Background: an optimization exercise with open tools, aiming at small area and a short achievable clock period. Do not read the settings as production practice.
Function was checked by simulation only, so behaviour that the tests miss may differ from the original.
Power and IR drop assume default switching activity.

--- design/flow/config.mk ---
export PLATFORM = sky130hd
export DESIGN_NAME = entropy_encode_dc_coefficients
export DESIGN_NICKNAME = entropy_encode_dc_coefficients
export VERILOG_FILES = /design/flow/design.v
export SDC_FILE = /design/flow/constraint.sdc
export NUM_CORES = 4
export LEC_CHECK = 0
export ABC_AREA = 1
export CAP_MARGIN = 20
export CORE_MARGIN = 2
export CORE_UTILIZATION = 40
export SETUP_SLACK_MARGIN = 2.7
export SLEW_MARGIN = 20
--- design/flow/constraint.sdc ---
create_clock -name core_clock -period 5.0 [get_ports {clk}]
set_input_delay 1.0000 -clock core_clock [delete_from_list [all_inputs] [get_ports {clk}]]
set_output_delay 1.0000 -clock core_clock [all_outputs]
set_load 0.01 [all_outputs]
--- design/flow/design.v ---
`timescale 1ns / 1ps
module entropy_encode_dc_coefficients #(parameter ADDER = 0) (
	input clk,
	input reset_n,
	input in_valid,
	input in_first,
	input [15:0] DcCoeff,
	output out_valid,
	output [31:0] codeword,
	output [5:0] codeword_length
);
reg first_pending;
wire is_first = in_first | first_pending;
wire take_first = in_valid & is_first;
reg [15:0] x1;
reg        v1, f1;
always @(posedge clk) begin
	if (!reset_n) begin
		first_pending <= 1'b1;
		v1 <= 1'b0;
	end else begin
		if (in_valid) first_pending <= 1'b0;
		v1 <= in_valid;
	end
	x1 <= DcCoeff;
	f1 <= is_first;
end
reg [15:0] prev;
reg        sgn;       
wire [15:0] pp = ~(x1 ^ prev);                           
wire [15:0] gg = sgn ? (~x1 & prev) : (x1 & ~prev);      
wire        eq = &pp;                                    
wire [15:0] g0 = {gg[15:1], gg[0] | pp[0]};
wire [16:0] c;
assign c[0] = 1'b1;
genvar b;
generate
	if (ADDER == 1) begin : g_ripple
		for (b = 0; b < 16; b = b + 1) begin : g_r
			assign c[b+1] = g0[b] | (pp[b] & c[b]);
		end
	end else begin : g_sklansky
		wire [15:0] G0 = g0, P0 = pp;
		wire [15:0] G1, P1, G2, P2, G3, P3, G4, P4;
		for (b = 0; b < 16; b = b + 1) begin : g_l0
			if (b & 1) begin : g_node
				assign G1[b] = G0[b] | (P0[b] & G0[((b >> 0) << 0) - 1]);
				assign P1[b] = P0[b] & P0[((b >> 0) << 0) - 1];
			end else begin : g_pass
				assign G1[b] = G0[b];
				assign P1[b] = P0[b];
			end
		end
		for (b = 0; b < 16; b = b + 1) begin : g_l1
			if (b & 2) begin : g_node
				assign G2[b] = G1[b] | (P1[b] & G1[((b >> 1) << 1) - 1]);
				assign P2[b] = P1[b] & P1[((b >> 1) << 1) - 1];
			end else begin : g_pass
				assign G2[b] = G1[b];
				assign P2[b] = P1[b];
			end
		end
		for (b = 0; b < 16; b = b + 1) begin : g_l2
			if (b & 4) begin : g_node
				assign G3[b] = G2[b] | (P2[b] & G2[((b >> 2) << 2) - 1]);
				assign P3[b] = P2[b] & P2[((b >> 2) << 2) - 1];
			end else begin : g_pass
				assign G3[b] = G2[b];
				assign P3[b] = P2[b];
			end
		end
		for (b = 0; b < 16; b = b + 1) begin : g_l3
			if (b & 8) begin : g_node
				assign G4[b] = G3[b] | (P3[b] & G3[((b >> 3) << 3) - 1]);
				assign P4[b] = P3[b] & P3[((b >> 3) << 3) - 1];
			end else begin : g_pass
				assign G4[b] = G3[b];
				assign P4[b] = P3[b];
			end
		end
		assign c[16:1] = G4;
	end
endgenerate
wire [15:0] e = pp ^ c[15:0];
wire        e16 = pp[15] ^ c[16];
wire [16:0] m = {e ^ {16{e16}}, e16};
wire d_neg = sgn ? (~e16 & ~eq) : e16;
always @(posedge clk) begin
	if (take_first) begin
		prev <= 16'h0;
		sgn <= 1'b0;
	end else if (v1) begin
		prev <= x1;
		sgn <= d_neg & ~f1;
	end
end
reg [16:0] m2;
reg        v2, f2;
reg [1:0]  cls;    
always @(posedge clk) begin
	if (!reset_n) v2 <= 1'b0;
	else v2 <= v1;
	m2 <= m;
	f2 <= f1;
end
wire [1:0] mcls = (m2 == 17'd0) ? 2'd0 :
                  (m2 <= 17'd2) ? 2'd1 :
                  (m2 <= 17'd4) ? 2'd2 : 2'd3;
always @(posedge clk) begin
	if (v2) cls <= f2 ? 2'd3 : mcls;
end
wire cF = f2;
wire c0 = ~f2 & (cls == 2'd0);
wire c1 = ~f2 & (cls == 2'd1);
wire c2 = ~f2 & (cls == 2'd2);
wire c3 = ~f2 & (cls == 2'd3);
wire mlt4 = (m2[16:2] == 15'd0);      
wire [17:0] lowk;     
assign lowk = cF ? 18'h1f : c1 ? 18'h1 : c3 ? 18'h7 : 18'h0;
wire [16:0] mm = m2 | lowk[16:0];
wire [17:0] cin;      
assign cin[0] = 1'b1;
genvar j;
generate for (j = 1; j < 18; j = j + 1) begin : g_carry
	assign cin[j] = &mm[j-1:0];
end endgenerate
wire inc = ~c2;
wire [17:0] s;
assign s[16:0] = m2 ^ (cin[16:0] & ~lowk[16:0] & {17{inc}});
assign s[17] = inc & cin[17];
wire [17:0] cw = {s[17:3], s[2] | (c2 & mlt4), s[1:0]};
wire [17:0] t;
generate for (j = 1; j < 18; j = j + 1) begin : g_therm
	if (j < 17) begin : g_or
		assign t[j] = (|m2[16:j]) | (inc & cin[j]) | (c2 & (j <= 2));
	end else begin : g_top
		assign t[j] = inc & cin[j];
	end
end endgenerate
assign t[0] = 1'b1;
wire [1:0] sh = cF ? 2'd2 : (c3 | (c2 & mlt4)) ? 2'd1 : 2'd0;
wire [19:0] tx = {2'b00, t};
wire [17:0] u = (sh == 2'd2) ? tx[19:2] : (sh == 2'd1) ? tx[18:1] : tx[17:0];
reg [4:0] half;
integer i;
always @(*) begin
	half = 5'd0;
	for (i = 1; i < 18; i = i + 1)
		if (u[i] & ~u[(i < 17) ? i + 1 : 17] | (i == 17 & u[17])) half = i;
end
wire [5:0] len = {half, c0 | (c2 & mlt4)};
reg        v3;
reg [17:0] cw3;
reg [5:0]  len3;
always @(posedge clk) begin
	if (!reset_n) v3 <= 1'b0;
	else v3 <= v2;
	cw3 <= cw;
	len3 <= len;
end
assign out_valid = v3;
assign codeword = {14'h0, cw3};
assign codeword_length = len3;
endmodule
--- design/flow/flow/run.sh ---
#!/bin/bash
# The standard layout with two changes:
#  - the input and output ports are buffered with plain buffers instead of
#    the delay buffers buffer_ports picks by default;
#  - synthesis leaves adders to ABC instead of mapping them to full/half-adder
#    cells first (ADDER_MAP_FILE empty); registers are unchanged.
# make's full output goes to make.log in the work folder; ORFS keeps each
# tool's log under orfs/logs/.
set -euo pipefail
cd "$(dirname "$0")/.."
bash standard.sh "BUFFER_PORTS_ARGS=-buffer_cell sky130_fd_sc_hd__buf_2" "ADDER_MAP_FILE=" finish > make.log 2>&1
--- design/flow/standard.sh ---
#!/bin/bash
# synth_recipe.tcl (not shown) runs the flow's synth.tcl, then flattens the netlist and writes it again
# the make line also repeats each setting of config.mk as NAME=value (left out here)
make -C /OpenROAD-flow-scripts/flow DESIGN_CONFIG=/design/flow/config.mk WORK_HOME=/design/flow/orfs CLKGATE_MAP_FILE= SYNTH_SCRIPT=/design/flow/synth_recipe.tcl "${@:-finish}"
==> notes.md, run 1 <==
result of the run=no timing/DRC/antenna violations; class of the most critical setup path=flop to flop; number of cell rows=39; final hold violations=0; CTS Sinks=82; Via Count=4,145; Adder-Cell Fraction of Synth Area=0%; xor/xnor share of the synthesized area=4.94%; most used flip-flop cell after synthesis=sky130_fd_sc_hd__dfxtp_1; CP max FO=10; Total Nets Final=782; initial antenna violation count=0; die area=approximately 0.012 mm2; detail-routed net length per standard cell=10.7 um; detailed placement HPWL=7430 um; cells after synthesis=714; final worst clock skew=0.00777 ns; number of max-slew violations in the final report=0; area share of the leading cell type in the synthesized netlist=34.7%; startpoint of the worst hold path=f1; Starting Density=40.7%; fill cell count=1,182; Root Buffer Master=sky130_fd_sc_hd__clkbuf_16; Util after Layout=a little under half; post-detailed-routing wire length=9710 um; layout overhead on the synthesized area=13.8%; number of global-route vias before repair=3,715; post-route minimum period=a little over 2 ns; instance area at placement=0.00487 mm2; Crit. End Element=flop; finished layout cell area=between 0.005 and 0.006 mm2; First-pass DRT Iterations=6; total gr overflow=0; share of flip-flops with an asynchronous set or reset after synthesis=0%; commonest cells in the netlist=sky130_fd_sc_hd__nand2_1, sky130_fd_sc_hd__inv_1, sky130_fd_sc_hd__nor2_1, sky130_fd_sc_hd__dfxtp_1, sky130_fd_sc_hd__nand3_1; slew of the pin with the lowest slew margin=0.641 ns; width of the chip=about 110 um; fraction of synthesized area in multiplexers=0%; Critical Path Start=m2[16]; kind of start point of the critical path=flop; Die Y=111 um; CTS H-tree depth=3; biggest area contributors in the synthesized netlist=sky130_fd_sc_hd__dfxtp_1, sky130_fd_sc_hd__nand2_1, sky130_fd_sc_hd__inv_1; worst endpoint data arrival time=~2.3 ns; dominant combinational cell family by area after synthesis=simple AND/OR/NAND/NOR gates; initial detailed-routing violation count=125; normalized max-slew margin=57.2%; Post-Synth Simple-Gate Area=about 38%; final setup TNS=0 ns; fraction of the mapped netlist area in compound gates=6.97%; power per cell area=410 mW/mm2; leakage power of the design=around 2.8 nW; top-count cell post-synth=sky130_fd_sc_hd__nand2_1; cts-stage hold buffer count=0; GP Congestion=0.866; area of the multi-input gates=0.00237 mm2; post-route fraction of the period consumed by the critical path=41.5%; max-cap violation count=0; Seq. cell area=0.00167 mm2; post-synth top area cell=sky130_fd_sc_hd__dfxtp_1; Worst R2R Start=m2[16]; mean instance size in the synthesized netlist=6.46 um2; drt via density=4.55; Total GRT Usage=16.0%; sequential share of the synthesized area=36.0%; setup repair after global routing missed its margin=no; total DRC errors in the routed layout=0; wire length of the first global-routing pass=16,100 um; IO Count=59; number of flip-flops and latches in the synthesized netlist=just over 80; Bufs on Longest Clock Path=2; total CTS buffers=9; final setup violation count=0; netlist area before placement=0.00461 mm2; number of buffer cells added on primary ports=44; Clk pin slew, worst setup/hold paths=0.06 ns; VDD IR-drop max=roughly 0.00027 V; count of warnings emitted by yosys=1; n_diodes=0; Detail Route Antenna Nets=0; Core Footprint=0.0113 mm2; number of distinct library cells after synthesis=36; path category of the worst min-delay check=flop to flop; clock latency at the later pin of the worst-skew pair=0.35 ns; proportion of layout cells with a drive suffix above 1=about 15%; Post-synth EDFFs=2; Worst EP required=5.24 ns; Max Clock Freq=482 MHz; CTS tree=done; maximum number of pins on one net before global-route repair=36
-- sequential cells by signal (all words and copies together), names as in the netlist, 2 cells and up --
| register | cells |
|---|---|
| cw3 | 18 |
| m2 | 17 |
| prev | 16 |
| x1 | 16 |
| len3 | 6 |
| cls | 2 |
-- cells in the final DEF (no fill, tap or decap), drive strengths merged, types with 2 or more instances in the layout --
cell,Yosys,routed
nor2,93,94
nor3,12,12
a21oi,10,10
xor2,17,17
inv,123,124
xnor2,9,9
edfxtp,2,2
buf,21,50
clkinvlp,0,3
o21ai,47,47
clkbuf,6,10
conb,1,14
nand2,220,220
nand4,4,4
nand3b,2,2
clkinv,0,2
nand3,60,60
or2,2,2
dfxtp,80,80
-- worst paths after layout --
check | end | slack [ns] | depth (start not counted)
max | len3[4] | 2.92 | 15
min | f2 | 0.36 | 0
max reg2reg | len3[4] | 2.92 | 15
min reg2reg | f2 | 0.36 | 0
-- through the flow --
step,power [W],setup WS (ns),std cells,hold slack (ns)
detailed placement,0.00150,2.42,887,0.372
CTS,0.00217,2.72,903,0.373
global placement,0.00149,2.45,887,0.373
floorplan,0.00134,3.12,727,0.331
finish,0.00215,2.92,910,0.361
global route,0.00230,2.70,910,0.375
-- worst max-delay path: stages, from the launching register on --
cell                      delay (ns)
sky130_fd_sc_hd__dfxtp_1        0.33
sky130_fd_sc_hd__nor2_2         0.17
sky130_fd_sc_hd__nand2_2        0.10
sky130_fd_sc_hd__inv_2          0.07
sky130_fd_sc_hd__nand2_2        0.07
sky130_fd_sc_hd__nor2_4         0.15
sky130_fd_sc_hd__nand3_2        0.15
sky130_fd_sc_hd__nand2_2        0.17
sky130_fd_sc_hd__inv_2          0.12
sky130_fd_sc_hd__nand3_1        0.08
sky130_fd_sc_hd__nand2_1        0.05
sky130_fd_sc_hd__nor2_1         0.13
sky130_fd_sc_hd__or2_1          0.12
sky130_fd_sc_hd__nand2_1        0.04
sky130_fd_sc_hd__nor2_1         0.14
sky130_fd_sc_hd__nand2_1        0.07
-- area by class of cell --
class | count | share of cell area, %
clock inverters | 6 | 0.930
well taps | 143 | 3.41
clock buffers | 10 | 4.77
flip-flops and latches | 82 | 31.8
repair buffers | 50 | 5.06
inverters | 123 | 8.85
multi-input cells | 496 | 45.1
-- repair_timing --
action | in CTS | in global routing
setup endpoints to repair | 21 | 15
pin swaps | 0 | 1
buffers inserted | 0 | 6
gates cloned | 0 | 1
gates resized for setup | 3 | 5
-- routing by layer --
layer	global-route usage (%)	up-vias	part of all wire (%)
met4	6.58	0	2.5
met1	18.9	1792	46
met5	0	-	0
met2	27.5	86	48
met3	4.30	19	4.1
li1	-	2248	-
-- cells by family (layout without fill, tap and decap cells) --
family	count (synthesis)	after routing
other	1	14
AND/OR/NAND/NOR	395	396
XOR/XNOR	26	26
AO/OA/AOI/OAI	60	60
flip-flops	82	82
buffers and inverters	150	189
-- report_power, final --
part,switching (W),total [W],internal (W)
Sequential,0.0000875,0.000885,0.000797
Combinational,0.000382,0.000606,0.000224
Clock,0.000288,0.000658,0.000370
==> inputs of run 2 (changes only) <==
--- a/design/flow/config.mk
+++ b/design/flow/config.mk
@@ -9,5 +9,5 @@
 export CAP_MARGIN = 20
 export CORE_MARGIN = 2
 export CORE_UTILIZATION = 40
-export SETUP_SLACK_MARGIN = 2.7
+export SETUP_SLACK_MARGIN = 3.0
 export SLEW_MARGIN = 20
==> run 2 against run 1 <==
Clock-buffer cell count stayed put. Non-clock buffer count up 17. Critical endpoint is now len3[1]. Total power increased by 5.7%. Highest routed layer unchanged. Clock power barely moved.
==> notes.md, run 2 <==
power per cell area=393 mW/mm2 (-4.1%); area share of the leading cell type in the synthesized netlist=34.7% (unchanged); Worst path slowest cell=sky130_fd_sc_hd__edfxtp_1; slew of the pin with the lowest slew margin=0.567 ns (-0.0734 ns); normalized max-slew margin=62.2% (+5.0 points); initial detailed-routing violation count=131 (+4.8%); kind of start point of the critical path=flop; cell family with the largest share of critical-path delay=simple AND/OR/NAND/NOR gates; worst slack, placed=2.42 ns (unchanged); crit-path most repeated cell=sky130_fd_sc_hd__nand2_1; cells after synthesis=714 (unchanged); final setup violation count=0 (unchanged); CP max FO=7 (-3); commonest cells in the netlist=sky130_fd_sc_hd__nand2_1, sky130_fd_sc_hd__inv_1, sky130_fd_sc_hd__nor2_1, sky130_fd_sc_hd__dfxtp_1, sky130_fd_sc_hd__nand3_1; area of the multi-input gates=0.00270 mm2 (+14%); maximum number of pins on one net before global-route repair=36 (unchanged); Bufs on Longest Clock Path=2 (unchanged); commonest non-fill, non-tap cells in the layout=sky130_fd_sc_hd__nand2_1, sky130_fd_sc_hd__inv_1, sky130_fd_sc_hd__dfxtp_1, sky130_fd_sc_hd__nor2_1; Max Clock Freq=514 MHz (+6.7%); PnR worst setup slack=3.05 ns (+0.130 ns); instance area at placement=0.00487 mm2 (unchanged); First-pass DRT Iterations=5 (-1); detail-routed net length per standard cell=11.2 um (+5.3%); fill cell count=1,124 (-4.9%); finished layout cell area=0.00578 mm2 (+10%); most flop-heavy register=cw3; number of flip-flops and latches in the synthesized netlist=82 (unchanged); width of the chip=111 um (unchanged); drt via density=4.62 (+1.5%); Detail Route Antenna Nets=0 (unchanged); Total GRT Usage=16.5% (+0.50 points); wire length of the first global-routing pass=16,600 um (+2.8%); Die Y=111 um (unchanged); stage delay of the slowest cell on the critical path=0.40 ns (+0.07 ns); VDD IR-drop max=0.000283 V (+5.8%); Root Buffer Master=sky130_fd_sc_hd__clkbuf_16; total DRC errors in the routed layout=0 (unchanged); number of buffer cells added on primary ports=44 (unchanged); layout overhead on the synthesized area=25.3%; Core Footprint=0.0113 mm2 (unchanged); initial antenna violation count=0 (unchanged); Via Count=4,282 (+3.3%); proportion of layout cells with a drive suffix above 1=26.4% (+11 points); die area=0.0124 mm2 (unchanged); path category of the worst min-delay check=flop to flop; n_diodes=0 (unchanged); setup repair after global routing missed its margin=yes; count of warnings emitted by yosys=1 (unchanged); post-detailed-routing wire length=10,400 um (+7.2%); post-synth top area cell=sky130_fd_sc_hd__dfxtp_1; CTS Sinks=82 (unchanged); most common cell after layout, fill and taps aside=sky130_fd_sc_hd__nand2_1; cts-stage hold buffer count=0 (unchanged); result of the run=no timing/DRC/antenna violations; post-route minimum period=1.95 ns (-0.130 ns); leakage power of the design=2.97 nW (+6.2%); final setup TNS=0 ns (unchanged); max-cap violation count=0 (unchanged); GP Congestion=0.866 (unchanged); number of flip-flops under the largest register name=18 (unchanged); CTS tree=done; number of cell rows=39 (unchanged); netlist area before placement=0.00461 mm2 (unchanged); final hold violations=0 (unchanged); CP Buf/Inv Count=2 (unchanged); worst endpoint data arrival time=2.19 ns (-0.13 ns); top-count cell post-synth=sky130_fd_sc_hd__nand2_1; number of max-slew violations in the final report=0 (unchanged); Total Nets Final=798 (+2.0%); mean instance size in the synthesized netlist=6.46 um2 (unchanged); class of the most critical setup path=flop to flop; most used flip-flop cell after synthesis=sky130_fd_sc_hd__dfxtp_1; Crit. End Element=flop; final worst clock skew=0.00830 ns (+0.000528 ns); share of flip-flops with an asynchronous set or reset after synthesis=0% (unchanged); Post-synth EDFFs=2 (unchanged); Clk pin slew, worst setup/hold paths=0.07 ns (about the same); register-to-register path setup slack=3.05 ns (+0.13 ns); Seq. cell area=0.00168 mm2 (+0.60%); clock latency at the later pin of the worst-skew pair=0.35 ns (about the same); number of global-route vias before repair=3,807 (+2.5%); biggest area contributors in the synthesized netlist=sky130_fd_sc_hd__dfxtp_1, sky130_fd_sc_hd__nand2_1, sky130_fd_sc_hd__inv_1; detailed placement HPWL=7430 um (unchanged); worst hold slack=0.364 ns (+0.00242 ns); Starting Density=40.7% (unchanged); number of distinct library cells after synthesis=36 (unchanged); CP Cell Sequence=nand2_1 > inv_2 > nor2_4 > nand2_2 > nand2_4 > nor2_4 > buf_12 > nand2_2 > nand3_4 > o21ai_2 > nor2_1 > nand2_1 > nand2_1 > nor2_1 > nand3_1; total CTS buffers=9 (unchanged); total design power=0.00227 W (+5.7%); total gr overflow=0 (unchanged); Worst EP required=5.24 ns (about the same); IO Count=59 (unchanged); CTS H-tree depth=3 (unchanged); largest registers ranked by flip-flop count=cw3 x18, m2 x17; post-route fraction of the period consumed by the critical path=38.9% (-2.6 points); sequential share of the synthesized area=36.0% (unchanged)
[run 2: stage by stage]
stage	util [%]	cells
global route	51.0	926
floorplan	-	727
finish	51.0	926
CTS	46.8	912
global placement	43.0	887
detailed placement	43.0	887
[run 2: report_power, final]
group / internal [W] / switching [W]
sequential: 0.000802 / 0.000100
combinational: 0.000276 / 0.000436
clock: 0.000370 / 0.000288
total: 0.00145 / 0.000824
[run 2: layout make-up]
| type | instances | share of cell area [%] |
|---|---|---|
| Tap cell | 143 | 3.10 |
| Clock inverter | 6 | 0.845 |
| Clock buffer | 10 | 4.33 |
| Multi-Input combinational cell | 495 | 46.8 |
| Timing Repair Buffer | 67 | 7.58 |
| Sequential cell | 82 | 29.1 |
| Inverter | 123 | 8.32 |
[run 2: kinds of logic (layout without fill, tap and decap cells)]
group,after synthesis,count (layout),share of synthesized area (%)
simple gates,395,395,37.7
buf+inv,150,206,14.2
flops,82,82,36.0
compound gates,60,60,6.97
xor+xnor,26,26,4.94
other cells,1,14,0.0813
[run 2: final timing paths]
kind / startpoint / to / cells past startpoint
min reg2reg: f1 / f2 / 0
max reg2reg: cls[1] / len3[1] / 15
max: cls[1] / len3[1] / 15
min: f1 / f2 / 0
[run 2: what timing repair did]
action | in CTS | in global routing
setup buffers | 9 | 14
gates resized for setup | 16 | 103
setup endpoints to repair | 31 | 19
pin swaps | 3 | 26
gates cloned | 0 | 0
[run 2: per-layer routing]
layer / wire length (um) / global-route usage [%] / vias to the layer above
li1: - / - / 2282
met1: 4560 / 19.5 / 1908
met2: 5150 / 27.8 / 73
met3: 398 / 4.57 / 19
met4: 284 / 7.74 / 0
met5: 0 / 0 / -
[run 2: worst reg2reg max path, cell delays in order (launching register included)]
cell and delay (ns):
sky130_fd_sc_hd__edfxtp_1 0.40, sky130_fd_sc_hd__nand2_1 0.09, sky130_fd_sc_hd__inv_2 0.05, sky130_fd_sc_hd__nor2_4 0.19, sky130_fd_sc_hd__nand2_2 0.11, sky130_fd_sc_hd__nand2_4 0.10, sky130_fd_sc_hd__nor2_4 0.06, sky130_fd_sc_hd__buf_12 0.14
sky130_fd_sc_hd__nand2_2 0.11, sky130_fd_sc_hd__nand3_4 0.09, sky130_fd_sc_hd__o21ai_2 0.14, sky130_fd_sc_hd__nor2_1 0.06, sky130_fd_sc_hd__nand2_1 0.07, sky130_fd_sc_hd__nand2_1 0.05, sky130_fd_sc_hd__nor2_1 0.09, sky130_fd_sc_hd__nand3_1 0.07
==> inputs of run 3 (changes only) <==
--- a/design/flow/config.mk
+++ b/design/flow/config.mk
@@ -9,5 +9,6 @@
 export CAP_MARGIN = 20
 export CORE_MARGIN = 2
 export CORE_UTILIZATION = 40
+export CTS_BUF_LIST = sky130_fd_sc_hd__clkbuf_8
 export SETUP_SLACK_MARGIN = 3.0
 export SLEW_MARGIN = 20
==> run 3 against run 2 <==
Combinational power up 3.2%. Non-clock buffer count up 9. Critical path depth down 2. Synthesized cell count unchanged. Global-route usage about the same. Maximum frequency down 0.88%. Hold slack better by 0.0044 ns. Register-to-register slack worse by 0.02 ns. Critical endpoint unchanged. Largest power group unchanged.
==> notes.md, run 3 <==
Post-synth EDFFs=2 (unchanged); number of cell rows=39 (unchanged); post-route minimum period=1.96 ns (+0.0172 ns); number of flip-flops under the largest register name=18 (unchanged); detail-routed net length per standard cell=11.5 um (+2.7%); detailed placement HPWL=7430 um (unchanged); drt via density=4.68 (+1.3%); commonest non-fill, non-tap cells in the layout=sky130_fd_sc_hd__nand2_1, sky130_fd_sc_hd__inv_1, sky130_fd_sc_hd__dfxtp_1, sky130_fd_sc_hd__nor2_1, sky130_fd_sc_hd__buf_2; Clk pin slew, worst setup/hold paths=0.10 ns (+0.03 ns); commonest cells in the netlist=sky130_fd_sc_hd__nand2_1, sky130_fd_sc_hd__inv_1, sky130_fd_sc_hd__nor2_1, sky130_fd_sc_hd__dfxtp_1, sky130_fd_sc_hd__nand3_1; worst slack, placed=2.42 ns (unchanged); power per cell area=370 mW/mm2 (-5.9%); max-cap violation count=0 (unchanged); most used flip-flop cell after synthesis=sky130_fd_sc_hd__dfxtp_1; final worst clock skew=0.0133 ns (+0.00499 ns); wire length of the first global-routing pass=16,600 um (+0.25%); Crit. End Element=flop; Starting Density=40.7% (unchanged); total gr overflow=0 (unchanged); CP Cell Sequence=inv_2 > nand2_4 > nor2_4 > buf_6 > nand3_4 > nand2_4 > clkinvlp_4 > nor2_4 > nor2_2 > nand2_1 > nand3_2 > nor2_2 > nand3_1; total DRC errors in the routed layout=0 (unchanged); cells after synthesis=714 (unchanged); Via Count=4,379 (+2.3%); class of the most critical setup path=flop to flop; Total GRT Usage=16.4% (-0.034 points); Root Buffer Master=sky130_fd_sc_hd__clkbuf_8; post-route fraction of the period consumed by the critical path=39.2% (+0.34 points); most flop-heavy register=cw3; layout overhead on the synthesized area=25.6%; PnR worst setup slack=3.04 ns (-0.0172 ns); total CTS buffers=9 (unchanged); final setup TNS=0 ns (unchanged); normalized max-slew margin=57.2% (-4.9 points); clock latency at the later pin of the worst-skew pair=0.38 ns (+0.03 ns); maximum number of pins on one net before global-route repair=36 (unchanged); most common cell after layout, fill and taps aside=sky130_fd_sc_hd__nand2_1; cts-stage hold buffer count=0 (unchanged); mean instance size in the synthesized netlist=6.46 um2 (unchanged); stage delay of the slowest cell on the critical path=0.41 ns (about the same); proportion of layout cells with a drive suffix above 1=28.2% (+1.7 points); result of the run=no timing/DRC/antenna violations; final hold violations=0 (unchanged); die area=0.0124 mm2 (unchanged); number of distinct library cells after synthesis=36 (unchanged); IO Count=59 (unchanged); largest registers ranked by flip-flop count=cw3 x18, m2 x17; slew of the pin with the lowest slew margin=0.640 ns (+0.0727 ns); Max Clock Freq=510 MHz (-0.88%); Detail Route Antenna Nets=0 (unchanged); CTS H-tree depth=3 (unchanged); CTS Sinks=82 (unchanged); CP max FO=5 (-2); post-detailed-routing wire length=10,800 um (+3.7%); Bufs on Longest Clock Path=2 (unchanged); VDD IR-drop max=0.000181 V (-36%); leakage power of the design=2.97 nW (+0.16%); Core Footprint=0.0113 mm2 (unchanged); First-pass DRT Iterations=6 (+1); kind of start point of the critical path=flop; number of flip-flops and latches in the synthesized netlist=82 (unchanged); Worst path slowest cell=sky130_fd_sc_hd__edfxtp_1; share of flip-flops with an asynchronous set or reset after synthesis=0% (unchanged); number of buffer cells added on primary ports=44 (unchanged); number of max-slew violations in the final report=0 (unchanged); CTS tree=done; sequential share of the synthesized area=36.0% (unchanged); path category of the worst min-delay check=flop to flop; setup repair after global routing missed its margin=yes; biggest area contributors in the synthesized netlist=sky130_fd_sc_hd__dfxtp_1, sky130_fd_sc_hd__nand2_1, sky130_fd_sc_hd__inv_1; worst endpoint data arrival time=2.24 ns (+0.05 ns); n_diodes=0 (unchanged); Total Nets Final=807 (+1.1%); count of warnings emitted by yosys=1 (unchanged); top-count cell post-synth=sky130_fd_sc_hd__nand2_1; Die Y=111 um (unchanged); GP Congestion=0.866 (unchanged); area share of the leading cell type in the synthesized netlist=34.7% (unchanged); width of the chip=111 um (unchanged); netlist area before placement=0.00461 mm2 (unchanged); post-synth top area cell=sky130_fd_sc_hd__dfxtp_1; number of global-route vias before repair=3,816 (+0.24%); final setup violation count=0 (unchanged); Worst EP required=5.27 ns (+0.03 ns); initial detailed-routing violation count=110 (-16%); initial antenna violation count=0 (unchanged)
-- run 3: cell counts after synthesis --
Identical to the previous run, type by type.
-- run 3: worst max-delay path: cells and delay by family (launching register included) --
family,cells,cell delay (ns)
buf+inv,3,0.42
flops,1,0.41
simple gates,10,1.03
-- run 3: cell families after synthesis --
logic type	Yosys count	share of synthesized area, %
simple gates	395	37.7
buf+inv	150	14.2
flops	82	36.0
compound gates	60	6.97
xor+xnor	26	4.94
other cells	1	0.0813
-- run 3: worst paths after layout --
path,start,end,slack [ns],depth (start not counted)
max,cls[0],len3[1],3.04,13
max reg2reg,cls[0],len3[1],3.04,13
min reg2reg,f1,f2,0.37,0
min,f1,f2,0.37,0
-- run 3: metrics by stage --
stage                     instance area [um2]  cells  power [W]  hold slack [ns]  utilization (%)
after floorplan                          4660    727    0.00134            0.331                -
after global placement                   4870    887    0.00149            0.373             43.0
after detailed placement                 4870    887    0.00150            0.372             43.0
after CTS                                5200    912    0.00202            0.377             46.0
after global routing                     5790    935    0.00229            0.381             51.1
final                                    5790    935    0.00214            0.368             51.1
-- run 3: repair_timing --
item,in CTS,in global routing
pin swaps,3,36
setup endpoints to repair,31,19
resized for setup,16,115
buffers inserted,9,23
-- run 3: power by group --
| group | total [W] | leakage [nW] | internal, W | switching [W] |
|---|---|---|---|---|
| clock network | 0.000500 | 0.0921 | 0.000234 | 0.000267 |
| registers | 0.000906 | 0.683 | 0.000803 | 0.000103 |
| logic | 0.000735 | 2.20 | 0.000285 | 0.000450 |
-- run 3: area by class of cell --
type	count	area, um2
clock buffers	9	124
multi-input cells	495	2740
well taps	143	179
flip-flops and latches	82	1690
inverters	123	475
clock inverters	7	78.8
fillers	1112	5530
repair buffers	76	505
-- run 3: per-layer routing --
| layer | up-vias | global-route usage, % | part of all wire (%) |
|---|---|---|---|
| li1 | 2297 | - | - |
| met1 | 1951 | 19.4 | 43 |
| met2 | 105 | 27.7 | 50 |
| met3 | 26 | 3.81 | 4.5 |
| met4 | 0 | 9.05 | 3.1 |
| met5 | - | 0 | 0 |
==> inputs of run 4 (changes only) <==
--- a/design/flow/config.mk
+++ b/design/flow/config.mk
@@ -9,6 +9,5 @@
 export CAP_MARGIN = 20
 export CORE_MARGIN = 2
 export CORE_UTILIZATION = 40
-export CTS_BUF_LIST = sky130_fd_sc_hd__clkbuf_8
-export SETUP_SLACK_MARGIN = 3.0
+export SETUP_SLACK_MARGIN = 3.3
 export SLEW_MARGIN = 20
==> run 4 against run 3 <==
Total power is 15% higher. Sequential share of layout area fell by 3.2 points. Hold slack got worse by 0.025 ns. Combinational power up 21%. Via count is 2.8% higher. First-iteration DRC count up 84%. Register-to-register slack better by 0.04 ns. Critical path type unchanged. Highest routed layer unchanged. Clock skew down 0.0072 ns. Sequential power up 1%. Utilization grew 6.9 points. Global-route usage rose by 0.96 points.
==> notes.md, run 4 <==
finished layout cell area=0.00658 mm2 (+14%); Via Count=4,501 (+2.8%); post-synth top area cell=sky130_fd_sc_hd__dfxtp_1; Worst path slowest cell=sky130_fd_sc_hd__dfxtp_2; cells after synthesis=714 (unchanged); Die Y=111 um (unchanged); clock network fraction of total power=26.8% (+3.4 points); switching share of total power=35.5% (-2.7 points); mean instance size in the synthesized netlist=6.46 um2 (unchanged); stage delay of the slowest cell on the critical path=0.33 ns (-0.08 ns); GP Congestion=0.864 (-0.24%); number of max-slew violations in the final report=0 (unchanged); Bufs on Longest Clock Path=2 (unchanged); width of the chip=111 um (unchanged); final setup TNS=0 ns (unchanged); Clk pin slew, worst setup/hold paths=0.06 ns (-0.04 ns); Crit. End Element=flop; crit-path most repeated cell=sky130_fd_sc_hd__nand2_2; result of the run=no timing/DRC/antenna violations; commonest cells in the netlist=sky130_fd_sc_hd__nand2_1, sky130_fd_sc_hd__inv_1, sky130_fd_sc_hd__nor2_1, sky130_fd_sc_hd__dfxtp_1, sky130_fd_sc_hd__nand3_1; class of the most critical setup path=flop to flop; Root Buffer Master=sky130_fd_sc_hd__clkbuf_16; total DRC errors in the routed layout=0 (unchanged); worst hold slack=0.343 ns (-0.0249 ns); fraction of power consumed by combinational cells=36.1% (+1.8 points); Post-Synth Simple-Gate Area=37.7% (unchanged); startpoint of the worst hold path=f1; Adder-Cell Fraction of Synth Area=0% (unchanged); total CTS buffers=9 (unchanged); Max Clock Freq=521 MHz (+2.3%); Reg-to-Reg End=len3[1]; sequential share of the synthesized area=36.0% (unchanged); Flop pwr share=37.0% (-5.3 points); total gr overflow=0 (unchanged); worst hold path stage count=0 (unchanged); commonest non-fill, non-tap cells in the layout=sky130_fd_sc_hd__nand2_1, sky130_fd_sc_hd__inv_1, sky130_fd_sc_hd__nor2_1, sky130_fd_sc_hd__dfxtp_1, sky130_fd_sc_hd__buf_4; initial antenna violation count=0 (unchanged); number of global-route vias before repair=4,161 (+9.0%); internal power of the cells=0.00159 W (+20%); register-to-register path setup slack=3.08 ns (+0.04 ns); post-route fraction of the period consumed by the critical path=38.4% (-0.89 points); drt via density=4.65 (-0.62%); Worst EP required=5.23 ns (-0.04 ns); leakage power of the design=3.35 nW (+13%); xor/xnor share of the synthesized area=4.94% (unchanged); number of buffer cells added on primary ports=44 (unchanged); Post-Place Cells=887 (unchanged); VDD IR-drop max=0.000215 V (+19%); Post-synth EDFFs=2 (unchanged); Total GRT Usage=17.4% (+0.96 points); path category of the worst min-delay check=flop to flop; Detail Route Antenna Nets=0 (unchanged); CTS Sinks=82 (unchanged); IO Count=59 (unchanged); CTS H-tree depth=3 (unchanged); normalized max-slew margin=61.3% (+4.1 points); Worst R2R Start=m2[16]; netlist area before placement=0.00461 mm2 (unchanged); detailed placement HPWL=7290 um (-1.9%); detail-routed net length per standard cell=12.1 um (+5.1%); Total Nets Final=839 (+4.0%); dominant combinational cell family by area after synthesis=simple AND/OR/NAND/NOR gates; number of flip-flops and latches in the synthesized netlist=82 (unchanged); Final Instance Count excl. Fillers=967 (+3.4%); setup repair after global routing missed its margin=yes; CP Cell Sequence=nor2_2 > nand2_2 > inv_2 > nand2_2 > nor2_4 > nand3_4 > nand2_4 > inv_1 > nor2_1 > nor2_1 > nand2_2 > nand3_2 > nor2_4 > nand3_1; fraction of the mapped netlist area in compound gates=6.97% (unchanged); Starting Density=40.7% (unchanged); Worst Hold End=f2; slew of the pin with the lowest slew margin=0.581 ns (-0.0594 ns); number of cells on the worst reg-to-reg path=14 (+1); worst slack, placed=2.43 ns (+0.0156 ns); number of flip-flops under the largest register name=18 (unchanged); initial detailed-routing violation count=202 (+84%); top-count cell post-synth=sky130_fd_sc_hd__nand2_1; n_diodes=0 (unchanged); First-pass DRT Iterations=4 (-2); area share of the leading cell type in the synthesized netlist=34.7% (unchanged); Net Sw Power=0.000878 W (+7.2%); max-cap violation count=0 (unchanged); layout overhead on the synthesized area=42.6%; wire length of the first global-routing pass=17,700 um (+6.4%); most common cell after layout, fill and taps aside=sky130_fd_sc_hd__nand2_1; number of cell rows=39 (unchanged); Core Footprint=0.0113 mm2 (unchanged); post-route minimum period=1.92 ns (-0.0444 ns); PnR worst setup slack=3.08 ns (+0.0444 ns); maximum number of pins on one net before global-route repair=36 (unchanged); biggest area contributors in the synthesized netlist=sky130_fd_sc_hd__dfxtp_1, sky130_fd_sc_hd__nand2_1, sky130_fd_sc_hd__inv_1; CTS tree=done; proportion of layout cells with a drive suffix above 1=40.5% (+12 points); share of flip-flops with an asynchronous set or reset after synthesis=0% (unchanged); largest registers ranked by flip-flop count=cw3 x18, m2 x17; instance area at placement=0.00488 mm2 (+0.39%); fraction of synthesized area in multiplexers=0% (unchanged); CP max FO=5 (unchanged); power per cell area=376 mW/mm2 (+1.6%); most flop-heavy register=cw3; die area=0.0124 mm2 (unchanged); final worst clock skew=0.00609 ns (-0.00721 ns); kind of start point of the critical path=flop; count of warnings emitted by yosys=1 (unchanged); clock latency at the later pin of the worst-skew pair=0.35 ns (-0.03 ns); final hold violations=0 (unchanged); worst endpoint data arrival time=2.15 ns (-0.09 ns); most used flip-flop cell after synthesis=sky130_fd_sc_hd__dfxtp_1; number of distinct library cells after synthesis=36 (unchanged); final setup violation count=0 (unchanged); cts-stage hold buffer count=0 (unchanged); post-detailed-routing wire length=11,700 um (+8.7%)
-- run 4: cell counts after synthesis --
No cell type changed its count.
-- run 4: power groups by stage --
| stage | Clock [W] | Sequential (W) | Combinational [W] |
|---|---|---|---|
| after floorplan | 0 | 0.000921 | 0.000422 |
| after global placement | 0 | 0.000903 | 0.000589 |
| after detailed placement | 0 | 0.000906 | 0.000596 |
| after CTS | 0.000685 | 0.000892 | 0.000717 |
| after global routing | 0.000710 | 0.000933 | 0.000977 |
| final | 0.000663 | 0.000915 | 0.000893 |
-- run 4: layer usage --
| layer | GRT usage [%] | vias to the layer above | routed length, um |
|---|---|---|---|
| met3 | 4.52 | 21 | 403 |
| met4 | 8.31 | 0 | 240 |
| li1 | - | 2359 | - |
| met5 | 0 | - | 0 |
| met1 | 19.5 | 2038 | 4880 |
| met2 | 30.8 | 83 | 6200 |
-- run 4: how the worst max path moves through the flow --
stage               startpoint       to  slack (ns)  cells past startpoint
CTS                     cls[0]  len3[2]        3.09                     15
detailed placement         sgn    m2[8]        2.43                     14
global route            m2[16]  len3[3]        2.95                     15
finish                  m2[16]  len3[1]        3.08                     14
global placement           sgn    m2[8]        2.50                     14
floorplan                   f2  len3[1]        3.28                     15
-- run 4: layout make-up --
class	count	area (um2)
multi-input cells	496	3070
repair buffers	106	827
clock inverters	5	55.1
repair inverters	1	8.76
fillers	999	4740
inverters	123	487
flip-flops and latches	82	1710
clock buffers	11	243
well taps	143	179
-- run 4: worst max-delay path: cells and delay by family (launching register included) --
kind	cells	cell delay, ns
buf+inv	2	0.19
flops	1	0.33
simple gates	12	1.27
-- run 4: metrics by stage --
| stage | utilization [%] | power, W |
|---|---|---|
| after detailed placement | 43.1 | 0.00150 |
| after global routing | 58.1 | 0.00262 |
| final | 58.1 | 0.00247 |
| after global placement | 43.1 | 0.00149 |
| after floorplan | - | 0.00134 |
| after CTS | 52.1 | 0.00229 |
-- run 4: logic make-up after synthesis --
logic type / count (synthesis)
DFF: 82
other: 1
buffers and inverters: 150
and+or+nand+nor: 395
xor gates and xnor gates: 26
AOI/OAI and AO/OA: 60
-- run 4: what timing repair did --
action                     in CTS  in global routing
pin swaps                      50                 67
hold endpoints to repair        0                  0
gates resized for setup       100                159
setup endpoints to repair      62                 57
gates cloned                    2                  0
setup buffers                  43                 19
==> inputs of run 5 (changes only) <==
--- a/design/flow/config.mk
+++ b/design/flow/config.mk
@@ -9,5 +9,5 @@
 export CAP_MARGIN = 20
 export CORE_MARGIN = 2
 export CORE_UTILIZATION = 40
-export SETUP_SLACK_MARGIN = 3.3
+export SETUP_SLACK_MARGIN = 2.3
 export SLEW_MARGIN = 20
==> run 5 against run 4 <==
Still clean. Hold slack improved by 0.021 ns. Total power fell by 14%. Maximum frequency fell by 18%. Critical endpoint is now len3[4]. Highest routed layer unchanged.
==> notes.md, run 5 <==
commonest cells in the netlist=sky130_fd_sc_hd__nand2_1, sky130_fd_sc_hd__inv_1, sky130_fd_sc_hd__nor2_1, sky130_fd_sc_hd__dfxtp_1, sky130_fd_sc_hd__nand3_1; CTS Sinks=82 (unchanged); most flop-heavy register=cw3; class of the most critical setup path=flop to flop; GP Congestion=0.866 (+0.24%); wire length of the first global-routing pass=16,100 um (-8.9%); Clk pin slew, worst setup/hold paths=0.07 ns (about the same); Worst Hold End=f2; Worst R2R Start=f2; most common cell after layout, fill and taps aside=sky130_fd_sc_hd__nand2_1; final setup violation count=0 (unchanged); Crit. End Element=flop; crit-path most repeated cell=sky130_fd_sc_hd__nand2_1; proportion of layout cells with a drive suffix above 1=13.9% (-27 points); stage delay of the slowest cell on the critical path=0.56 ns (+0.23 ns); CTS tree=done; drt via density=4.55 (-2.3%); worst slack, placed=2.42 ns (-0.0156 ns); number of cells on the worst reg-to-reg path=15 (+1); commonest non-fill, non-tap cells in the layout=sky130_fd_sc_hd__nand2_1, sky130_fd_sc_hd__inv_1, sky130_fd_sc_hd__nor2_1, sky130_fd_sc_hd__dfxtp_1, sky130_fd_sc_hd__nand3_1; number of buffer cells added on primary ports=44 (unchanged); number of global-route vias before repair=3,715 (-11%); Worst EP required=5.24 ns (about the same); worst endpoint data arrival time=2.58 ns (+0.43 ns); fill cell count=1,194 (+20%); number of flip-flops and latches in the synthesized netlist=82 (unchanged); CTS H-tree depth=3 (unchanged); largest registers ranked by flip-flop count=cw3 x18, m2 x17; area of the multi-input gates=0.00234 mm2 (-24%); Post-synth EDFFs=2 (unchanged); Starting Density=40.7% (unchanged); Max Clock Freq=427 MHz (-18%); sequential share of the synthesized area=36.0% (unchanged); register-to-register path setup slack=2.66 ns (-0.42 ns); Die Y=111 um (unchanged); count of warnings emitted by yosys=1 (unchanged); maximum number of pins on one net before global-route repair=36 (unchanged); max-cap violation count=0 (unchanged); Bufs on Longest Clock Path=2 (unchanged); power per cell area=413 mW/mm2 (+9.9%); PnR worst setup slack=2.66 ns (-0.422 ns); die area=0.0124 mm2 (unchanged); post-detailed-routing wire length=9380 um (-20%); Total Nets Final=775 (-7.6%); post-synth top area cell=sky130_fd_sc_hd__dfxtp_1; area share of the leading cell type in the synthesized netlist=34.7% (unchanged); startpoint of the worst hold path=f1; Detail Route Antenna Nets=0 (unchanged); result of the run=no timing/DRC/antenna violations; number of cell rows=39 (unchanged); CP Buf/Inv Count=2 (unchanged); final setup TNS=0 ns (unchanged); biggest area contributors in the synthesized netlist=sky130_fd_sc_hd__dfxtp_1, sky130_fd_sc_hd__nand2_1, sky130_fd_sc_hd__inv_1; Via Count=4,108 (-8.7%); Worst path slowest cell=sky130_fd_sc_hd__dfxtp_2; total DRC errors in the routed layout=0 (unchanged); slew of the pin with the lowest slew margin=0.650 ns (+0.0690 ns); most used flip-flop cell after synthesis=sky130_fd_sc_hd__dfxtp_1; leakage power of the design=2.76 nW (-18%); detail-routed net length per standard cell=10.4 um (-14%); kind of start point of the critical path=flop; detailed placement HPWL=7430 um (+1.9%); Seq. cell area=0.00167 mm2 (-2.3%); worst hold path stage count=0 (unchanged); layout overhead on the synthesized area=12.1%; cell family with the largest share of critical-path delay=simple AND/OR/NAND/NOR gates; post-route fraction of the period consumed by the critical path=46.8% (+8.4 points); top-count cell post-synth=sky130_fd_sc_hd__nand2_1; total CTS buffers=9 (unchanged); normalized max-slew margin=56.6% (-4.7 points); total gr overflow=0 (unchanged); mean instance size in the synthesized netlist=6.46 um2 (unchanged); share of flip-flops with an asynchronous set or reset after synthesis=0% (unchanged); width of the chip=111 um (unchanged); CP Cell Sequence=inv_4 > nand2_4 > nor2_4 > nor2_4 > nand2_2 > nor2_4 > nand2_1 > nor2_2 > nand3_1 > nand2_1 > inv_2 > nand2_1 > nand2_1 > nor2_1 > nand2_1; Total GRT Usage=16.0% (-1.4 points); cells after synthesis=714 (unchanged); Util after Layout=45.7% (-12 points); Reg-to-Reg End=len3[4]; final hold violations=0 (unchanged); First-pass DRT Iterations=5 (+1); number of flip-flops under the largest register name=18 (unchanged); path category of the worst min-delay check=flop to flop; Root Buffer Master=sky130_fd_sc_hd__clkbuf_16; Core Footprint=0.0113 mm2 (unchanged); netlist area before placement=0.00461 mm2 (unchanged); worst hold slack=0.364 ns (+0.0206 ns); n_diodes=0 (unchanged); initial antenna violation count=0 (unchanged); clock latency at the later pin of the worst-skew pair=0.35 ns (about the same); cts-stage hold buffer count=0 (unchanged); initial detailed-routing violation count=143 (-29%); setup repair after global routing missed its margin=no; CP max FO=16 (+11); post-route minimum period=2.34 ns (+0.422 ns); final worst clock skew=0.00783 ns (+0.00174 ns); IO Count=59 (unchanged); VDD IR-drop max=0.000269 V (+25%); cts repair resizes=0 (-100%); buffers inserted during post-CTS setup optimization=0 (-100%); number of distinct library cells after synthesis=36 (unchanged); number of max-slew violations in the final report=0 (unchanged)
[run 5: cell types whose count changed in the layout (fill, tap and decap cells not counted), sizes merged]
cell / before / now
buf: 106 / 44
bufinv: 1 / 0
clkbuf: 11 / 10
clkinv: 3 / 2
clkinvlp: 2 / 3
inv: 123 / 124
nor2: 94 / 93
[run 5: area by class of cell]
cell class | instances | share of cell area, %
clock inverter | 6 | 0.944
timing repair buffer | 44 | 4.26
tap | 143 | 3.46
sequential | 82 | 32.2
clock buffer | 10 | 4.84
multi-input combinational | 495 | 45.3
inverter | 123 | 8.98
[run 5: through the flow]
| step | std cells | power (W) | cell area [um2] |
|---|---|---|---|
| finish | 903 | 0.00213 | 5170 |
| global placement | 887 | 0.00149 | 4870 |
| CTS | 903 | 0.00217 | 5160 |
| detailed placement | 887 | 0.00150 | 4870 |
| global route | 903 | 0.00229 | 5170 |
| floorplan | 727 | 0.00134 | 4660 |
[run 5: layer usage]
metal	part of all wire [%]	track usage, %
met5	0	0
met4	2.5	6.58
met3	4.1	4.30
met2	47	27.5
met1	46	18.9
[run 5: kinds of logic after synthesis]
kind of cell / Yosys count / synth area share [%]
AND/OR/NAND/NOR: 395 / 37.7
buffers and inverters: 150 / 14.2
flip-flops: 82 / 36.0
AO/OA/AOI/OAI: 60 / 6.97
XOR/XNOR: 26 / 4.94
other: 1 / 0.0813
[run 5: how the worst max path moves through the flow]
stage | start | to | slack, ns | depth (start not counted)
after floorplan | in_first | prev[0] | 3.12 | 5
after global placement | f2 | len3[3] | 2.45 | 15
after detailed placement | sgn | m2[10] | 2.42 | 14
after CTS | sgn | m2[10] | 2.41 | 14
after global routing | f2 | len3[3] | 2.42 | 15
final | f2 | len3[4] | 2.66 | 15
[run 5: where the power goes]
part / switching, W / internal, W
clock network: 0.000288 / 0.000370
logic: 0.000372 / 0.000217
registers: 0.0000892 / 0.000798
total: 0.000749 / 0.00139
==> inputs of run 6 (changes only) <==
--- a/design/flow/design.v
+++ b/design/flow/design.v
@@ -11,8 +11,8 @@
 );
 reg first_pending;
 wire is_first = in_first | first_pending;
-wire take_first = in_valid & is_first;
 reg [15:0] x1;
+reg [15:0] pp;        
 reg        v1, f1;
 always @(posedge clk) begin
 	if (!reset_n) begin
@@ -22,13 +22,12 @@
 		if (in_valid) first_pending <= 1'b0;
 		v1 <= in_valid;
 	end
-	x1 <= DcCoeff;
+	if (in_valid) x1 <= DcCoeff;
+	pp <= ~(DcCoeff ^ (x1 & {16{~is_first}}));
 	f1 <= is_first;
 end
-reg [15:0] prev;
 reg        sgn;       
-wire [15:0] pp = ~(x1 ^ prev);                           
-wire [15:0] gg = sgn ? (~x1 & prev) : (x1 & ~prev);      
+wire [15:0] gg = ~pp & (x1 ^ {16{sgn}});
 wire        eq = &pp;                                    
 wire [15:0] g0 = {gg[15:1], gg[0] | pp[0]};
 wire [16:0] c;
@@ -86,13 +85,8 @@
 wire [16:0] m = {e ^ {16{e16}}, e16};
 wire d_neg = sgn ? (~e16 & ~eq) : e16;
 always @(posedge clk) begin
-	if (take_first) begin
-		prev <= 16'h0;
-		sgn <= 1'b0;
-	end else if (v1) begin
-		prev <= x1;
-		sgn <= d_neg & ~f1;
-	end
+	if (in_valid & is_first) sgn <= 1'b0;
+	else if (v1) sgn <= d_neg & ~f1;
 end
 reg [16:0] m2;
 reg        v2, f2;
--- a/design/flow/config.mk
+++ b/design/flow/config.mk
@@ -9,5 +9,5 @@
 export CAP_MARGIN = 20
 export CORE_MARGIN = 2
 export CORE_UTILIZATION = 40
-export SETUP_SLACK_MARGIN = 2.3
+export SETUP_SLACK_MARGIN = 2.7
 export SLEW_MARGIN = 20
==> run 6 against run 5 <==
Total power down 0.87%. Maximum frequency up 9.5%. Global-route usage down 0.29 points. Register-to-register slack better by 0.20 ns. Hold slack worse by 0.014 ns. First-iteration DRC count down 17%. Routed wire length down 7.6%.
==> notes.md, run 6 <==
Core Footprint=0.0109 mm2 (-3.4%); worst endpoint data arrival time=2.35 ns (-0.23 ns); final setup violation count=0 (unchanged); number of flip-flops under the largest register name=18 (unchanged); post-route fraction of the period consumed by the critical path=42.7% (-4.0 points); n_diodes=0 (unchanged); Detail Route Antenna Nets=0 (unchanged); Critical Path Start=m2[16]; biggest area contributors in the synthesized netlist=sky130_fd_sc_hd__dfxtp_1, sky130_fd_sc_hd__nand2_1, sky130_fd_sc_hd__edfxtp_1; width of the chip=110 um (-0.93%); fraction of the mapped netlist area in compound gates=4.23% (-2.7 points); Total Nets Final=677 (-13%); First-pass DRT Iterations=4 (-1); die area=0.0122 mm2 (-1.8%); drt via density=4.52 (-0.62%); total CTS buffers=9 (unchanged); Worst EP required=5.21 ns (-0.03 ns); total DRC errors in the routed layout=0 (unchanged); Post-synth EDFFs=18 (+16); number of global-route vias before repair=3,469 (-6.6%); area share of the leading cell type in the synthesized netlist=28.3% (-6.4 points); sequential share of the synthesized area=40.3% (+4.2 points); CP max FO=13 (-3); Crit. End Element=flop; GP Congestion=0.877 (+1.3%); Post-Synth Simple-Gate Area=34.1% (-3.7 points); top-count cell post-synth=sky130_fd_sc_hd__nand2_1; largest registers ranked by flip-flop count=cw3 x18, m2 x17; most common cell after layout, fill and taps aside=sky130_fd_sc_hd__nand2_1; count of warnings emitted by yosys=1 (unchanged); Max Clock Freq=468 MHz (+9.5%); xor/xnor share of the synthesized area=11.0% (+6.1 points); fraction of synthesized area in multiplexers=0% (unchanged); Worst R2R Start=m2[16]; number of buffer cells added on primary ports=44 (unchanged); CTS tree=done; Clk pin slew, worst setup/hold paths=0.06 ns (about the same); commonest cells in the netlist=sky130_fd_sc_hd__nand2_1, sky130_fd_sc_hd__nor2_1, sky130_fd_sc_hd__inv_1, sky130_fd_sc_hd__dfxtp_1, sky130_fd_sc_hd__nand3_1; number of max-slew violations in the final report=0 (unchanged); area of the multi-input gates=0.00230 mm2 (-1.8%); Die Y=110 um (-0.93%); setup repair after global routing missed its margin=yes; final worst clock skew=0.00535 ns (-0.00248 ns); Adder-Cell Fraction of Synth Area=0% (unchanged); detail-routed net length per standard cell=10.8 um (+4.0%); normalized max-slew margin=56.9% (+0.36 points); clock latency at the later pin of the worst-skew pair=0.34 ns (about the same); power per cell area=414 mW/mm2 (+0.20%); most used flip-flop cell after synthesis=sky130_fd_sc_hd__dfxtp_1; initial detailed-routing violation count=119 (-17%); Final Instance Count excl. Fillers=802 (-11%); cells after synthesis=611 (-14%); final hold violations=0 (unchanged); number of flip-flops and latches in the synthesized netlist=82 (unchanged); Starting Density=41.4% (+0.62 points); CTS Sinks=82 (unchanged); cts-stage hold buffer count=0 (unchanged); class of the most critical setup path=flop to flop; mean instance size in the synthesized netlist=7.40 um2 (+15%); total gr overflow=0 (unchanged); VDD IR-drop max=0.000240 V (-11%); CTS H-tree depth=3 (unchanged); IO Count=59 (unchanged); layout overhead on the synthesized area=13.1%; Root Buffer Master=sky130_fd_sc_hd__clkbuf_16; endpoint of the most critical setup path=len3[1]; Post-Place Cells=786 (-11%); commonest non-fill, non-tap cells in the layout=sky130_fd_sc_hd__nand2_1, sky130_fd_sc_hd__nor2_1, sky130_fd_sc_hd__inv_1, sky130_fd_sc_hd__dfxtp_1, sky130_fd_sc_hd__nand3_1; path category of the worst min-delay check=flop to flop; number of cell rows=38 (-2.6%); post-synth top area cell=sky130_fd_sc_hd__dfxtp_1; share of flip-flops with an asynchronous set or reset after synthesis=0% (unchanged); Total GRT Usage=15.7% (-0.29 points); fill cell count=1,117 (-6.4%); proportion of layout cells with a drive suffix above 1=16.3% (+2.4 points); kind of start point of the critical path=flop; Via Count=3,626 (-12%); register-to-register path setup slack=2.86 ns (+0.20 ns); post-route minimum period=2.14 ns (-0.202 ns); total design power=0.00212 W (-0.87%); maximum number of pins on one net before global-route repair=23 (-36%); slew of the pin with the lowest slew margin=0.639 ns (-0.0107 ns); number of cells on the worst reg-to-reg path=12 (-3); final setup TNS=0 ns (unchanged); leakage power of the design=2.49 nW (-9.8%); netlist area before placement=0.00452 mm2 (-1.9%); cts repair resizes=4 (+4); result of the run=no timing/DRC/antenna violations; initial antenna violation count=0 (unchanged); Seq. cell area=0.00183 mm2 (+9.8%); wire length of the first global-routing pass=14,800 um (-8.0%); number of distinct library cells after synthesis=41 (+14%); most flop-heavy register=cw3; dominant combinational cell family by area after synthesis=simple AND/OR/NAND/NOR gates; Reg-to-Reg End=len3[1]; post-detailed-routing wire length=8670 um (-7.6%); detailed placement HPWL=6790 um (-8.6%); max-cap violation count=0 (unchanged); buffers inserted during post-CTS setup optimization=0 (unchanged); Bufs on Longest Clock Path=2 (unchanged)
## run 6: changes by cell type after synthesis, sizes merged, moves of 5 or more
cell,previous run,this run
dfxtp,80,64
nand2,220,181
clkbuf,6,1
nand4,4,9
inv,123,77
edfxtp,2,18
o21ai,47,15
xor2,17,47
nor2,93,80
xnor2,9,3
## run 6: power by group
group / switching (W) / internal [W] / total (W)
Clock: 0.000261 / 0.000368 / 0.000629
Sequential: 0.000104 / 0.000829 / 0.000933
Combinational: 0.000342 / 0.000212 / 0.000554
## run 6: through the flow
step / utilization, % / hold WS [ns] / instance area, um2 / setup slack [ns]
floorplan: - / 0.331 / 4570 / 3.04
global placement: 43.9 / 0.350 / 4800 / 2.44
detailed placement: 43.9 / 0.356 / 4810 / 2.33
CTS: 46.6 / 0.360 / 5100 / 2.79
global route: 46.8 / 0.374 / 5110 / 2.62
finish: 46.8 / 0.350 / 5110 / 2.86
## run 6: layout make-up
class	instances	share of cell area (%)
Multi-Input combinational cell	440	44.9
Sequential cell	82	35.8
Inverter	79	5.85
Clock buffer	13	5.11
Timing Repair Buffer	45	4.45
Tap cell	140	3.43
Clock inverter	3	0.440
## run 6: cells by family (layout without fill, tap and decap cells)
logic type | Yosys count | after routing
and+or+nand+nor | 344 | 344
DFF | 82 | 82
AOI/OAI and AO/OA | 32 | 32
xor gates and xnor gates | 50 | 50
other | 1 | 14
buffers and inverters | 102 | 140
## run 6: layer usage
metal | vias to the layer above | GRT usage, % | part of all wire, %
met5 | - | 0 | 0
met1 | 1588 | 18.4 | 46
met2 | 56 | 27.1 | 48
met3 | 15 | 4.41 | 3.7
met4 | 0 | 5.98 | 1.7
li1 | 1967 | - | -
## run 6: how the worst min path moves through the flow
stage	start	to	cells after the start
2_1_floorplan	f1	f2	0
3_3_place_gp	f1	f2	0
3_5_place_dp	f1	f2	0
4_1_cts	f1	f2	0
5_1_grt	f1	f2	0
6_report	f1	f2	0
## run 6: critical path, stage by stage (launching register included)
cell,delay (ns)
sky130_fd_sc_hd__dfxtp_1,0.35
sky130_fd_sc_hd__nor2_1,0.15
sky130_fd_sc_hd__nand2_1,0.15
sky130_fd_sc_hd__nor2_2,0.24
sky130_fd_sc_hd__nand3_2,0.18
sky130_fd_sc_hd__nand2_4,0.18
sky130_fd_sc_hd__inv_1,0.12
sky130_fd_sc_hd__nor2_1,0.14
sky130_fd_sc_hd__nor2_1,0.06
sky130_fd_sc_hd__nand2_1,0.08
sky130_fd_sc_hd__nand2_1,0.05
sky130_fd_sc_hd__nor3_1,0.19
sky130_fd_sc_hd__nand3_1,0.11
==> inputs of run 7 (changes only) <==
--- a/design/flow/config.mk
+++ b/design/flow/config.mk
@@ -9,5 +9,5 @@
 export CAP_MARGIN = 20
 export CORE_MARGIN = 2
 export CORE_UTILIZATION = 40
-export SETUP_SLACK_MARGIN = 2.7
+export SETUP_SLACK_MARGIN = 2.9
 export SLEW_MARGIN = 20
==> run 7 against run 6 <==
Sequential share of layout area shrank 1.6 points. Clock-buffer cell count is the same. Still clean. Total power grew 2.4%. Via count grew 3.9%. Critical path type unchanged. Utilization grew 2.4 points. Synthesized cell count is the same. Routed wire length grew 4.3%. Sequential cell count is the same. Largest cell class unchanged. Worst setup slack gained 0.15 ns. Non-clock buffer count grew 19. Register-to-register slack gained 0.15 ns. Clock skew is essentially flat.
==> notes.md, run 7 <==
result of the run=no timing/DRC/antenna violations; GP Congestion=0.877 (unchanged); Total GRT Usage=15.7% (unchanged); Worst Hold End=f2; top-count cell post-synth=sky130_fd_sc_hd__nand2_1; startpoint of the worst hold path=f1; leakage power of the design=2.62 nW (+5.0%); netlist area before placement=0.00452 mm2 (unchanged); CTS tree=done; final worst clock skew=0.00550 ns (+0.000152 ns); wire length of the first global-routing pass=14,800 um (about the same); most common cell after layout, fill and taps aside=sky130_fd_sc_hd__nand2_1; commonest cells in the netlist=sky130_fd_sc_hd__nand2_1, sky130_fd_sc_hd__nor2_1, sky130_fd_sc_hd__inv_1, sky130_fd_sc_hd__dfxtp_1, sky130_fd_sc_hd__nand3_1; number of buffer cells added on primary ports=44 (unchanged); Clk pin slew, worst setup/hold paths=0.06 ns (about the same); final hold violations=0 (unchanged); IO Count=59 (unchanged); register-to-register path setup slack=3.02 ns (+0.15 ns); initial antenna violation count=0 (unchanged); path category of the worst min-delay check=flop to flop; initial detailed-routing violation count=106 (-11%); sequential share of the synthesized area=40.3% (unchanged); Core Footprint=0.0109 mm2 (unchanged); worst hold path stage count=0 (unchanged); total gr overflow=0 (unchanged); Worst EP required=5.23 ns (+0.02 ns); Die Y=110 um (unchanged); commonest non-fill, non-tap cells in the layout=sky130_fd_sc_hd__nand2_1, sky130_fd_sc_hd__nor2_1, sky130_fd_sc_hd__inv_1, sky130_fd_sc_hd__dfxtp_1, sky130_fd_sc_hd__nand3_1; number of global-route vias before repair=3,477 (+0.23%); final setup violation count=0 (unchanged); Total Nets Final=697 (+3.0%); total DRC errors in the routed layout=0 (unchanged); count of warnings emitted by yosys=1 (unchanged); number of max-slew violations in the final report=0 (unchanged); number of cells on the worst reg-to-reg path=12 (unchanged); width of the chip=110 um (unchanged); share of flip-flops with an asynchronous set or reset after synthesis=0% (unchanged); class of the most critical setup path=flop to flop; post-route fraction of the period consumed by the critical path=39.7% (-3.1 points); Bufs on Longest Clock Path=2 (unchanged); VDD IR-drop max=0.000241 V (+0.36%); Detail Route Antenna Nets=0 (unchanged); Root Buffer Master=sky130_fd_sc_hd__clkbuf_16; setup repair after global routing missed its margin=yes; detailed placement HPWL=6790 um (unchanged); normalized max-slew margin=56.8% (-0.13 points); post-detailed-routing wire length=9040 um (+4.3%); total CTS buffers=9 (unchanged); layout overhead on the synthesized area=18.8%; power per cell area=403 mW/mm2 (-2.5%); cells after synthesis=611 (unchanged); n_diodes=0 (unchanged); max-cap violation count=0 (unchanged); number of flip-flops under the largest register name=18 (unchanged); CP max FO=8 (-5); drt via density=4.58 (+1.4%); PnR worst setup slack=3.02 ns (+0.155 ns); Crit. End Element=flop; maximum number of pins on one net before global-route repair=23 (unchanged); Max Clock Freq=504 MHz (+7.8%); area share of the leading cell type in the synthesized netlist=28.3% (unchanged); final setup TNS=0 ns (unchanged); Reg-to-Reg End=len3[4]; die area=0.0122 mm2 (unchanged); number of cell rows=38 (unchanged); most flop-heavy register=cw3; worst slack, placed=2.33 ns (unchanged); post-synth top area cell=sky130_fd_sc_hd__dfxtp_1; Worst R2R Start=cls[1]; First-pass DRT Iterations=5 (+1); biggest area contributors in the synthesized netlist=sky130_fd_sc_hd__dfxtp_1, sky130_fd_sc_hd__nand2_1, sky130_fd_sc_hd__edfxtp_1; largest registers ranked by flip-flop count=cw3 x18, m2 x17; clock latency at the later pin of the worst-skew pair=0.34 ns (about the same); slew of the pin with the lowest slew margin=0.641 ns (+0.00187 ns); kind of start point of the critical path=flop; mean instance size in the synthesized netlist=7.40 um2 (unchanged); detail-routed net length per standard cell=11.0 um (+1.8%); Starting Density=41.4% (unchanged); number of distinct library cells after synthesis=41 (unchanged); worst endpoint data arrival time=2.21 ns (-0.14 ns); Via Count=3,767 (+3.9%); number of flip-flops and latches in the synthesized netlist=82 (unchanged); CTS Sinks=82 (unchanged); proportion of layout cells with a drive suffix above 1=20.7% (+4.4 points); post-route minimum period=1.98 ns (-0.155 ns); CTS H-tree depth=3 (unchanged); Post-synth EDFFs=18 (unchanged); most used flip-flop cell after synthesis=sky130_fd_sc_hd__dfxtp_1
## run 7: repair_timing
item,in CTS,in global routing
pin swaps,0,5
setup endpoints to repair,22,21
gates cloned,0,1
hold buffers,0,0
gates resized for setup,8,20
buffers inserted,0,19
## run 7: how the worst max path moves through the flow
| stage | start | to | depth (start not counted) |
|---|---|---|---|
| 6_report | cls[1] | len3[4] | 12 |
| 3_3_place_gp | sgn | m2[15] | 15 |
| 2_1_floorplan | in_first | pp[10] | 4 |
| 5_1_grt | cls[1] | len3[4] | 14 |
| 3_5_place_dp | sgn | m2[14] | 15 |
| 4_1_cts | m2[0] | len3[4] | 15 |
## run 7: report_power, final
| group | leakage (nW) | total, W | internal (W) | switching, W |
|---|---|---|---|---|
| registers | 0.707 | 0.000938 | 0.000833 | 0.000105 |
| clock network | 0.136 | 0.000630 | 0.000368 | 0.000261 |
| logic | 1.77 | 0.000599 | 0.000240 | 0.000359 |
| total | 2.62 | 0.00217 | 0.00144 | 0.000726 |
## run 7: worst max-delay path, stage by stage (launching register included)
cell	delay, ns
sky130_fd_sc_hd__edfxtp_1	0.45
sky130_fd_sc_hd__o21ai_4	0.19
sky130_fd_sc_hd__nand2_4	0.10
sky130_fd_sc_hd__nor2_8	0.20
sky130_fd_sc_hd__nand2_8	0.12
sky130_fd_sc_hd__nor2_8	0.17
sky130_fd_sc_hd__a21oi_1	0.11
sky130_fd_sc_hd__nand2_1	0.09
sky130_fd_sc_hd__nand2_1	0.08
sky130_fd_sc_hd__nor2_4	0.10
sky130_fd_sc_hd__o21ai_1	0.08
sky130_fd_sc_hd__nor2_2	0.11
sky130_fd_sc_hd__nand2_1	0.05
## run 7: cells by family (layout without fill, tap and decap cells)
kind of cell              after synthesis  after routing  synth area share, %
DFF                                    82             82                 40.3
buffers and inverters                 102            159                 10.3
other                                   1             14               0.0829
AOI/OAI and AO/OA                      32             32                 4.23
and+or+nand+nor                       344            345                 34.1
xor gates and xnor gates               50             50                 11.0
## run 7: layout make-up
class	count	area (um2)
Clock buffer	13	262
Timing Repair Buffer	64	399
Multi-Input combinational cell	441	2370
Fill cell	1110	5560
Clock inverter	3	22.5
Tap cell	140	175
Sequential cell	82	1840
Inverter	79	304
## run 7: metrics by stage
step | hold WS, ns | instances | utilization [%] | cell area (um2) | total power, W
after global placement | 0.350 | 785 | 43.9 | 4800 | 0.00149
after global routing | 0.379 | 822 | 49.1 | 5370 | 0.00231
after floorplan | 0.331 | 624 | - | 4570 | 0.00134
after CTS | 0.358 | 802 | 46.8 | 5120 | 0.00214
after detailed placement | 0.356 | 786 | 43.9 | 4810 | 0.00150
final | 0.351 | 822 | 49.1 | 5370 | 0.00217
## run 7: metal layers
metal	up-vias	share of wire, %	GRT usage (%)
met5	-	0	0
met4	0	1.6	5.98
met3	15	4.1	4.41
met2	74	49	27.1
met1	1664	45	18.4
li1	2014	-	-

==> re-timing with driven ports <==
The results above use ideal ports. As a check the final layouts listed here were re-extracted and re-timed, cells and wires unchanged. Step 1 (the two cells are an assumption about what drives the block):
set clk [get_ports {clk}]
set_driving_cell -lib_cell sky130_fd_sc_hd__clkbuf_16 $clk
set_driving_cell -lib_cell sky130_fd_sc_hd__buf_2 [delete_from_list [all_inputs] $clk]
Step 2 moves the port delays by t, midway between the first and last clock arrival at a register: inputs arrive t later, outputs are due t later. That takes back most of the time a late clock gives input paths. Three values: no drivers, after step 1, after step 2; two values: the first two.
| run | t (ns) | slack for setup (ns) | clock arrival spread, ns | worst slew at a driven data input, ns | pins driven straight from the clock port |
|---|---|---|---|---|---|
| run 1 | 0.383 | 2.925 / 2.925 / 2.726 | 0.010 / 0.009 | 0.03 | 1 |
| run 2 | 0.384 | 3.055 / 3.055 / 2.957 | 0.009 / 0.009 | 0.03 | 1 |
| run 3 | 0.410 | 3.038 / 3.038 / 2.731 | 0.013 / 0.014 | 0.03 | 1 |
| run 4 | 0.384 | 3.082 / 3.082 / 2.907 | 0.006 / 0.006 | 0.03 | 1 |
| run 5 | 0.384 | 2.660 / 2.660 / 2.660 | 0.009 / 0.009 | 0.03 | 1 |
| run 6 | 0.376 | 2.863 / 2.863 / 2.863 | 0.008 / 0.008 | 0.03 | 1 |
| run 7 | 0.376 | 3.017 / 3.017 / 2.949 | 0.008 / 0.008 | 0.03 | 1 |
After both steps setup and hold are still met in every run listed. For run 3, which loses most, drivers alone change the setup slack by 0.000 ns; drivers and shift together by -0.307 ns.
